Background: an optimization exercise with open tools, aiming at small area, a short achievable clock period and few clock cycles per item. Do not read the settings as production practice.
At most, simulation tests tie the RTL to the original design; equivalence was not proved.

the previous run:
==> flow/design.v <==
`timescale 1ns/1ps
module average #(
    parameter NOF_BITS = 32,
    parameter WIDTH = 32
) (
    input  wire                     clk,
    input  wire                     rst_n,
    input  wire                     start,
    input  wire                     data_first,
    input  wire                     data_last,
    input  wire [NOF_BITS-1:0]      data_in,
    output wire [NOF_BITS:0]        data_out,
    output reg                      busy,
    output reg                      TO,
    output reg                      done
);
    localparam K  = 3;                     
    localparam QW = ((33 + K - 1) / K) * K;  
    localparam [5:0] LOAD_FAST = QW / K - 1;
    localparam [5:0] LOAD_SLOW = QW - 1;
    reg        wt, dv;
    reg [5:0]  c;           
    reg [16:0] cnt;         
    reg [QW-1:0] q;         
    reg [15:0] r;           
    wire fast = (K > 1) && (cnt[16:6] == 11'd0);
    reg [5:0]    fr;
    reg [QW-1:0] fq;
    reg [6:0]    ft;
    integer j;
    always @(*) begin
        fr = r[5:0];
        fq = q;
        for (j = 0; j < K; j = j + 1) begin
            ft = {fr, fq[QW-1]};
            if (ft >= {1'b0, cnt[5:0]}) begin
                ft = ft - {1'b0, cnt[5:0]};
                fq = {fq[QW-2:0], 1'b1};
            end else begin
                fq = {fq[QW-2:0], 1'b0};
            end
            fr = ft[5:0];
        end
    end
    wire [16:0] st = {r, q[QW-1]};
    wire        sge = (st >= cnt);
    wire [16:0] sd = st - cnt;
    wire [15:0] sr = sge ? sd[15:0] : st[15:0];
    wire [QW-1:0] sq = {q[QW-2:0], sge};
    wire [32:0] acc = (q[32:0] & {33{busy}}) + {1'b0, data_in};
    wire cnt_lt63 = fast && (cnt[5:0] != 6'd63);
    wire [5:0] load = (!busy || cnt_lt63) ? LOAD_FAST : LOAD_SLOW;
    always @(posedge clk) begin
        if (dv) begin
            q <= fast ? fq : sq;
            r <= fast ? {sr[15:6], fr} : sr;
        end else begin
            q <= {{(QW-33){1'b0}}, acc};
            r <= 16'd0;
        end
        if (!busy)    cnt <= 17'd1;
        else if (!dv) cnt <= cnt + 17'd1;
        if (wt) begin
            if (data_first) c <= load;
            else            c <= c + 6'd1;
        end else if (busy) begin
            if (dv) c <= c - 6'd1;
            else    c <= load;
        end else begin
            c <= 6'd0;
        end
    end
    always @(posedge clk or negedge rst_n) begin
        if (!rst_n) begin
            wt   <= 1'b0;
            busy <= 1'b0;
            dv   <= 1'b0;
            TO   <= 1'b0;
            done <= 1'b0;
        end else begin
            TO   <= 1'b0;
            done <= 1'b0;
            if (wt) begin
                if (c == 6'd11) begin
                    wt <= 1'b0;
                    TO <= 1'b1;
                end else if (data_first && c < 6'd10) begin
                    wt   <= 1'b0;
                    busy <= 1'b1;
                    dv   <= data_last;
                end
            end else if (busy) begin
                if (dv) begin
                    if (c == 6'd0) begin
                        busy <= 1'b0;
                        dv   <= 1'b0;
                        done <= 1'b1;
                    end
                end else if (data_last) begin
                    dv <= 1'b1;
                end
            end else if (start) begin
                wt <= 1'b1;
            end
        end
    end
    assign data_out = q[32:0];
endmodule
export LEC_CHECK = 0
export CAP_MARGIN = 20
export CORE_MARGIN = 2
export CORE_UTILIZATION = 40
export SETUP_SLACK_MARGIN = 5
export SLEW_MARGIN = 20
create_clock -name core_clock -period 8.0 [get_ports {clk}]
run.sh (not shown) runs the stock make flow with config.mk's settings and CLKGATE_MAP_FILE= SYNTH_SCRIPT=/design/flow/synth_recipe.tcl, a recipe that flattens the netlist after the stock synthesis.
Edits applied to the flow inputs when going from the previous run to the current run:
-- flow/design.v --
<<< the previous run, line 15
    output reg                      done
);
    localparam K  = 3;                     
    localparam QW = ((33 + K - 1) / K) * K;  
    localparam [5:0] LOAD_FAST = QW / K - 1;
>>> the current run, line 15
    output reg                      done
);
    localparam K  = 1;                     
    localparam QW = ((33 + K - 1) / K) * K;  
    localparam [5:0] LOAD_FAST = QW / K - 1;
Results
Compared with the previous run, the current run instantiates a smaller number of cells. Going from the previous run to the current run, post-placement cell area now smaller, count of instances resized after the clock tree is built went down by 53, worst hold slack now smaller, routed wire length fell 14%, post-synth design cell area shows a reduction of 860 µm². Measured against each other, the previous run and the current run differ in largest fanout on the critical path, the higher figure coming from the previous run. Summary of the comparison: utilization after layout is lower in the current run, relative to the previous run. The share of the synthesized area in compound gates (AO/OA/AOI/OAI) of the current run is higher than that of the previous run. Of the two values seen for termination of the worst setup path, q[0] was produced by the previous run and q[30] by the current run. The run showing the greater non-clock buffer count is the previous run. Via count on the current run is ahead of the previous run. Having completed the whole flow, the current run delivered a layout that passed the timing, design-rule and antenna checks.
No functional check of the RTL was part of any run of this note.

---

== run a ==
Another version of the RTL of average (not shown whole).
For scale: ~120 flip-flops, about 6900 um2 of cells after synthesis.
==> module average, before the edit <==
module average #(
    parameter NOF_BITS = 32,
    parameter WIDTH = 32
) (
    input  wire                     clk,
    input  wire                     rst_n,
    input  wire                     start,
    input  wire                     data_first,
    input  wire                     data_last,
    input  wire [NOF_BITS-1:0]      data_in,
    output wire [NOF_BITS:0]        data_out,
    output reg                      busy,
    output reg                      TO,
    output reg                      done
);
    reg        wt, dv, lst;
    reg [5:0]  c;           
    reg [31:0] din;         
    reg [16:0] cnt;         
    reg [7:0]  n3;          
    reg [32:0] q;           
    reg [15:0] r;           
    wire fast = (cnt[16:6] == 11'd0);
    wire [5:0] r0 = {r[5:1], r[0] | q[32]};    
    wire [7:0] t  = {r0, q[31:30]};
    wire [7:0] d1, d2, d3;
    wire ge1, ge2, ge3;
    pfx_add #(8) u_d1 (.a(t), .b(~{2'b0, cnt[5:0]}),       .ci(1'b1), .s(d1), .co(ge1));
    pfx_add #(8) u_d2 (.a(t), .b(~{1'b0, cnt[5:0], 1'b0}), .ci(1'b1), .s(d2), .co(ge2));
    pfx_add #(8) u_d3 (.a(t), .b(~n3),                     .ci(1'b1), .s(d3), .co(ge3));
    wire [5:0] fr = ge3 ? d3[5:0] : ge2 ? d2[5:0] : ge1 ? d1[5:0] : t[5:0];
    wire [1:0] fd = {ge2, ge3 | (ge1 & !ge2)};
    wire [16:0] st = {r[15:1], r0[0], q[31]};
    wire [16:0] sd;
    wire        sge;
    pfx_add #(17) u_sd (.a(st), .b(~cnt), .ci(1'b1), .s(sd), .co(sge));
    wire [15:0] sr = sge ? sd[15:0] : st[15:0];
    wire [32:0] acc;
    pfx_add #(33) u_acc (.a(q), .b({1'b0, din}), .ci(1'b0), .s(acc), .co());
    wire [5:0] load = (fast && cnt[5:0] != 6'd63) ? 6'd48 : 6'd32;
    wire       one  = fast && cnt[5:0] == 6'd0;    
    always @(posedge clk) begin
        din <= data_in;
        if (dv) begin
            q <= fast ? {1'b0, q[29:0], fd} : {1'b0, q[30:0], sge};
            r <= fast ? {sr[15:6], fr} : sr;
        end else if (busy) begin
            q <= acc;
            r <= 16'd0;
        end else begin
            q <= 33'd0;    
            r <= 16'd0;
        end
        if (!busy) begin
            cnt <= 17'd0;
            n3  <= 8'd0;
        end else if (!dv) begin
            cnt <= cnt + 17'd1;
            n3  <= n3 + 8'd3;
        end
        if (wt || dv) c <= c + 6'd1;
        else if (busy) c <= load;
        else c <= 6'd0;
    end
    always @(posedge clk or negedge rst_n) begin
        if (!rst_n) begin
            wt   <= 1'b0;
            busy <= 1'b0;
            dv   <= 1'b0;
            lst  <= 1'b0;
            TO   <= 1'b0;
            done <= 1'b0;
        end else begin
            TO   <= 1'b0;
            done <= 1'b0;
            lst  <= data_last;
            if (wt) begin
                if (c == 6'd11) begin
                    wt <= 1'b0;
                    TO <= 1'b1;
                end else if (data_first && c < 6'd10) begin
                    wt   <= 1'b0;
                    busy <= 1'b1;
                end
            end else if (busy) begin
                if (dv) begin
                    if (c == 6'd63) begin
                        busy <= 1'b0;
                        dv   <= 1'b0;
                        done <= 1'b1;
                    end
                end else if (lst) begin
                    if (one) begin
                        busy <= 1'b0;
                        done <= 1'b1;
                    end else begin
                        dv <= 1'b1;
                    end
                end
            end else if (start) begin
                wt <= 1'b1;
            end
        end
    end
    assign data_out = q[32:0];
endmodule
==> flow/config.mk <==
export PLATFORM = sky130hd
export DESIGN_NAME = average
export DESIGN_NICKNAME = average
export VERILOG_FILES = /design/flow/design.v
export SDC_FILE = /design/flow/constraint.sdc
export NUM_CORES = 4
export LEC_CHECK = 0
export CAP_MARGIN = 20
export CORE_MARGIN = 2
export CORE_UTILIZATION = 60
export CTS_BUF_LIST = sky130_fd_sc_hd__clkbuf_4 sky130_fd_sc_hd__clkbuf_8
export CTS_CLUSTER_SIZE = 30
export SETUP_SLACK_MARGIN = 5
export SLEW_MARGIN = 20
==> flow/constraint.sdc <==
create_clock -name core_clock -period 8.0 [get_ports {clk}]
set_input_delay 1.6000 -clock core_clock [delete_from_list [all_inputs] [get_ports {clk}]]
set_output_delay 1.6000 -clock core_clock [all_outputs]
set_load 0.01 [all_outputs]
standard.sh (not shown) runs the stock make flow with config.mk's settings and CLKGATE_MAP_FILE= SYNTH_SCRIPT=/design/flow/synth_recipe.tcl, a recipe that flattens the netlist after the stock synthesis.
==> flow/flow/run.sh <==
#!/bin/bash
set -euo pipefail
bash standard.sh SETUP_SLACK_MARGIN=5.25 "BUFFER_PORTS_ARGS=-buffer_cell sky130_fd_sc_hd__buf_1" finish > make_finish.log 2>&1
Testbench counts of run a, summed over its fixed seeds: cycles 27,663, items 800.
### run a -> run b
--- a/flow/design.v
+++ b/flow/design.v
@@ -20,7 +20,7 @@
     reg [16:0] cnt;         
     reg [7:0]  n3;          
     reg [32:0] q;           
-    reg [15:0] r;           
+    wire [15:0] r = din[15:0];
     wire fast = (cnt[16:6] == 11'd0);
     wire [5:0] r0 = {r[5:1], r[0] | q[32]};    
     wire [7:0] t  = {r0, q[31:30]};
@@ -41,16 +41,16 @@
     wire [5:0] load = (fast && cnt[5:0] != 6'd63) ? 6'd48 : 6'd32;
     wire       one  = fast && cnt[5:0] == 6'd0;    
     always @(posedge clk) begin
-        din <= data_in;
+        din[31:16] <= data_in[31:16];
         if (dv) begin
             q <= fast ? {1'b0, q[29:0], fd} : {1'b0, q[30:0], sge};
-            r <= fast ? {sr[15:6], fr} : sr;
+            din[15:0] <= fast ? {sr[15:6], fr} : sr;
         end else if (busy) begin
             q <= acc;
-            r <= 16'd0;
+            din[15:0] <= lst ? 16'd0 : data_in[15:0];    
         end else begin
             q <= 33'd0;    
-            r <= 16'd0;
+            din[15:0] <= data_in[15:0];
         end
         if (!busy) begin
             cnt <= 17'd0;
[summary]
Run a → run b: HPWL after detailed placement now larger, wire length the detailed router placed on met1 went up by about 2.7%, final instance count without filler cells shrank by about 3%.
Run b vs run a on maximum number of pins on one net before global-route repair: run b is the lower one.
Summary of run b over run a: maximum clock rate has increased, layout multi-input combinational cell count has decreased.
Between run b and run a, it is run b whose sequential cell count is lower, by 16.
[compare] base=run a new=run b: placement-stage worst setup slack lower; synthesized net count lower.
Between run a and run b, the flow reports first-pass GRT wire length increasing slightly.
Of run b and run a, the run reporting the higher critical path data required time was run b.
Wire: run b routes more than run a
The higher sequential share of cell area of run b and run a is in run a.
Testbench counts of run b, summed over its fixed seeds: cycles 27,663, items 800.

---

Another version of the RTL of average (not shown whole).
Size: roughly 100 flip-flops, about 7200 um2 of cells after synthesis.
==> module average, before the edit <==
module average #(
    parameter NOF_BITS = 32,
    parameter WIDTH = 32
) (
    input  wire                     clk,
    input  wire                     rst_n,
    input  wire                     start,
    input  wire                     data_first,
    input  wire                     data_last,
    input  wire [NOF_BITS-1:0]      data_in,
    output wire [NOF_BITS:0]        data_out,
    output reg                      busy,
    output reg                      TO,
    output reg                      done
);
    reg        wt, bz, dv, lst;
    reg [5:0]  c;           
    reg [31:0] din;         
    reg [16:0] cnt;         
    reg [7:0]  n3;          
    reg [32:0] q;           
    wire [15:0] r = din[15:0];
    wire fast = (cnt[16:6] == 11'd0);
    wire [5:0] r0 = {r[5:1], r[0] | q[32]};    
    wire [7:0] t  = {r0, q[31:30]};
    wire [7:0] d1, d2, d3;
    wire ge1, ge2, ge3;
    pfx_add #(8) u_d1 (.a(t), .b(~{2'b0, cnt[5:0]}),       .ci(1'b1), .s(d1), .co(ge1));
    pfx_add #(8) u_d2 (.a(t), .b(~{1'b0, cnt[5:0], 1'b0}), .ci(1'b1), .s(d2), .co(ge2));
    pfx_add #(8) u_d3 (.a(t), .b(~n3),                     .ci(1'b1), .s(d3), .co(ge3));
    wire [5:0] fr = ge3 ? d3[5:0] : ge2 ? d2[5:0] : ge1 ? d1[5:0] : t[5:0];
    wire [1:0] fd = {ge2, ge3 | (ge1 & !ge2)};
    wire [16:0] st = {r[15:1], r0[0], q[31]};
    wire [16:0] sd;
    wire        sge;
    pfx_add #(17) u_sd (.a(st), .b(~cnt), .ci(1'b1), .s(sd), .co(sge));
    wire [15:0] sr = sge ? sd[15:0] : st[15:0];
    wire [32:0] acc;
    pfx_add #(33) u_acc (.a(q), .b({1'b0, din}), .ci(1'b0), .s(acc), .co());
    wire [5:0] load = (fast && cnt[5:0] != 6'd63) ? 6'd48 : 6'd32;
    wire       one  = fast && cnt[5:0] == 6'd0;    
    always @(posedge clk) begin
        din[31:16] <= data_in[31:16];
        if (dv) begin
            q <= fast ? {1'b0, q[29:0], fd} : {1'b0, q[30:0], sge};
            din[15:0] <= fast ? {sr[15:6], fr} : sr;
        end else if (bz) begin
            q <= acc;
            din[15:0] <= lst ? 16'd0 : data_in[15:0];    
        end else begin
            q <= 33'd0;    
            din[15:0] <= data_in[15:0];
        end
        if (!bz) begin
            cnt <= 17'd0;
            n3  <= 8'd0;
        end else if (!dv) begin
            cnt <= cnt + 17'd1;
            n3  <= n3 + 8'd3;
        end
        if (wt || dv) c <= c + 6'd1;
        else if (bz) c <= load;
        else c <= 6'd0;
    end
    wire to_n   = wt && c == 6'd11;
    wire accept = wt && !to_n && data_first && c < 6'd10;
    wire fin    = bz && (dv ? c == 6'd63 : lst && one);
    wire bz_n   = accept || (bz && !fin);
    always @(posedge clk) begin
        busy <= bz_n;
        TO   <= to_n;
        done <= fin;
    end
    always @(posedge clk or negedge rst_n) begin
        if (!rst_n) begin
            wt  <= 1'b0;
            bz  <= 1'b0;
            dv  <= 1'b0;
            lst <= 1'b0;
        end else begin
            lst <= data_last;
            bz  <= bz_n;
            if (wt) begin
                if (to_n || accept)
                    wt <= 1'b0;
            end else if (bz) begin
                if (fin)
                    dv <= 1'b0;
                else if (!dv && lst)
                    dv <= 1'b1;
            end else if (start) begin
                wt <= 1'b1;
            end
        end
    end
    assign data_out = q[32:0];
endmodule
Settings: LEC_CHECK=0, ABC_AREA=1, CAP_MARGIN=20, CORE_MARGIN=2, CORE_UTILIZATION=50, CTS_BUF_LIST=sky130_fd_sc_hd__clkbuf_4 sky130_fd_sc_hd__clkbuf_8, CTS_CLUSTER_SIZE=30, SETUP_SLACK_MARGIN=5, SLEW_MARGIN=20; clock period 8.0 ns.
==> flow/flow/run.sh <==
#!/bin/bash
set -euo pipefail
bash standard.sh SETUP_SLACK_MARGIN=5.4 "BUFFER_PORTS_ARGS=-buffer_cell sky130_fd_sc_hd__buf_1" finish > make_finish.log 2>&1
The starting point passed the timing, design-rule and antenna checks.
Testbench counts at the start, summed over its fixed seeds: cycles 27,663, items 800.
==> next run, changes <==
--- a/flow/design.v
+++ b/flow/design.v
@@ -40,9 +40,10 @@
     pfx_add #(33) u_acc (.a(q), .b({1'b0, din}), .ci(1'b0), .s(acc), .co());
     wire [5:0] load = (fast && cnt[5:0] != 6'd63) ? 6'd48 : 6'd32;
+    wire       skip = fast && r[5:0] == 6'd0 && q[32:24] == 9'd0 && c[5:2] != 4'b1111;
     wire       one  = fast && cnt[5:0] == 6'd0;    
     always @(posedge clk) begin
         din[31:16] <= data_in[31:16];
         if (dv) begin
-            q <= fast ? {1'b0, q[29:0], fd} : {1'b0, q[30:0], sge};
+            q <= skip ? {1'b0, q[23:0], 8'd0} : fast ? {1'b0, q[29:0], fd} : {1'b0, q[30:0], sge};
             din[15:0] <= fast ? {sr[15:6], fr} : sr;
         end else if (bz) begin
@@ -60,5 +61,5 @@
             n3  <= n3 + 8'd3;
         end
-        if (wt || dv) c <= c + 6'd1;
+        if (wt || dv) c <= c + {3'd0, dv && skip, 1'b0, !(dv && skip)};
         else if (bz) c <= load;
         else c <= 6'd0;
What happened:
- register-to-register slack degrades by 20 ps
- sequential cell count does not change
- worst setup slack loses 22 ps
- count of clock-buffer cells in the layout fell by 3
- non-clock buffer count is higher by 13
- synthesized cell count rises by 6.8%
- design area climbs by 7.9%
- utilization is lower by 0.18 points
- global-route usage climbs by 1.1 points
- wire length grows by 12%
Only the layout flow was run in the second run of this note; the RTL was not checked for function there.

[afterwards: timing with drivers on the ports]
The results above use ideal ports. As a check the final layouts listed here were re-extracted and re-timed, cells and wires unchanged. Step 1: set_driving_cell puts a clkbuf_16 on clk and a buf_2 on each other input, an assumption about the parent block. Step 2 adds t to the input delays and takes it off the output delays; t is the mean of the earliest and latest rising clock arrival at the registers after step 1. Input paths then give back, and output paths get back, about the clock's delay inside the block. Three values: no drivers, after step 1, after step 2; two values: the first two.
run	t, ns	setup WS [ns]	worst setup path at the end	latest minus earliest clock arrival (ns)	worst register clock-pin slew, ns
the previous run	0.397	2.733 / 2.733 / 2.733	register to register	0.011 / 0.011	0.07 / 0.07
the current run	0.382	4.771 / 4.780 / 4.398	input to register	0.008 / 0.008	0.06 / 0.06
run a	0.487	5.301 / 5.265 / 5.376	register to register	0.010 / 0.010	0.08 / 0.08
run b	0.418	5.321 / 5.297 / 5.321	register to register	0.017 / 0.017	0.10 / 0.10
the first run of note 3	0.421	5.459 / 5.419 / 5.561	register to register	0.012 / 0.011	0.11 / 0.11
the second run of note 3	0.428	5.437 / 5.398 / 5.535	register to register	0.019 / 0.020	0.11 / 0.11
After both steps every run listed still meets setup and hold. For the current run, which loses most, drivers alone change the setup slack by +0.009 ns; drivers and shift together by -0.373 ns.
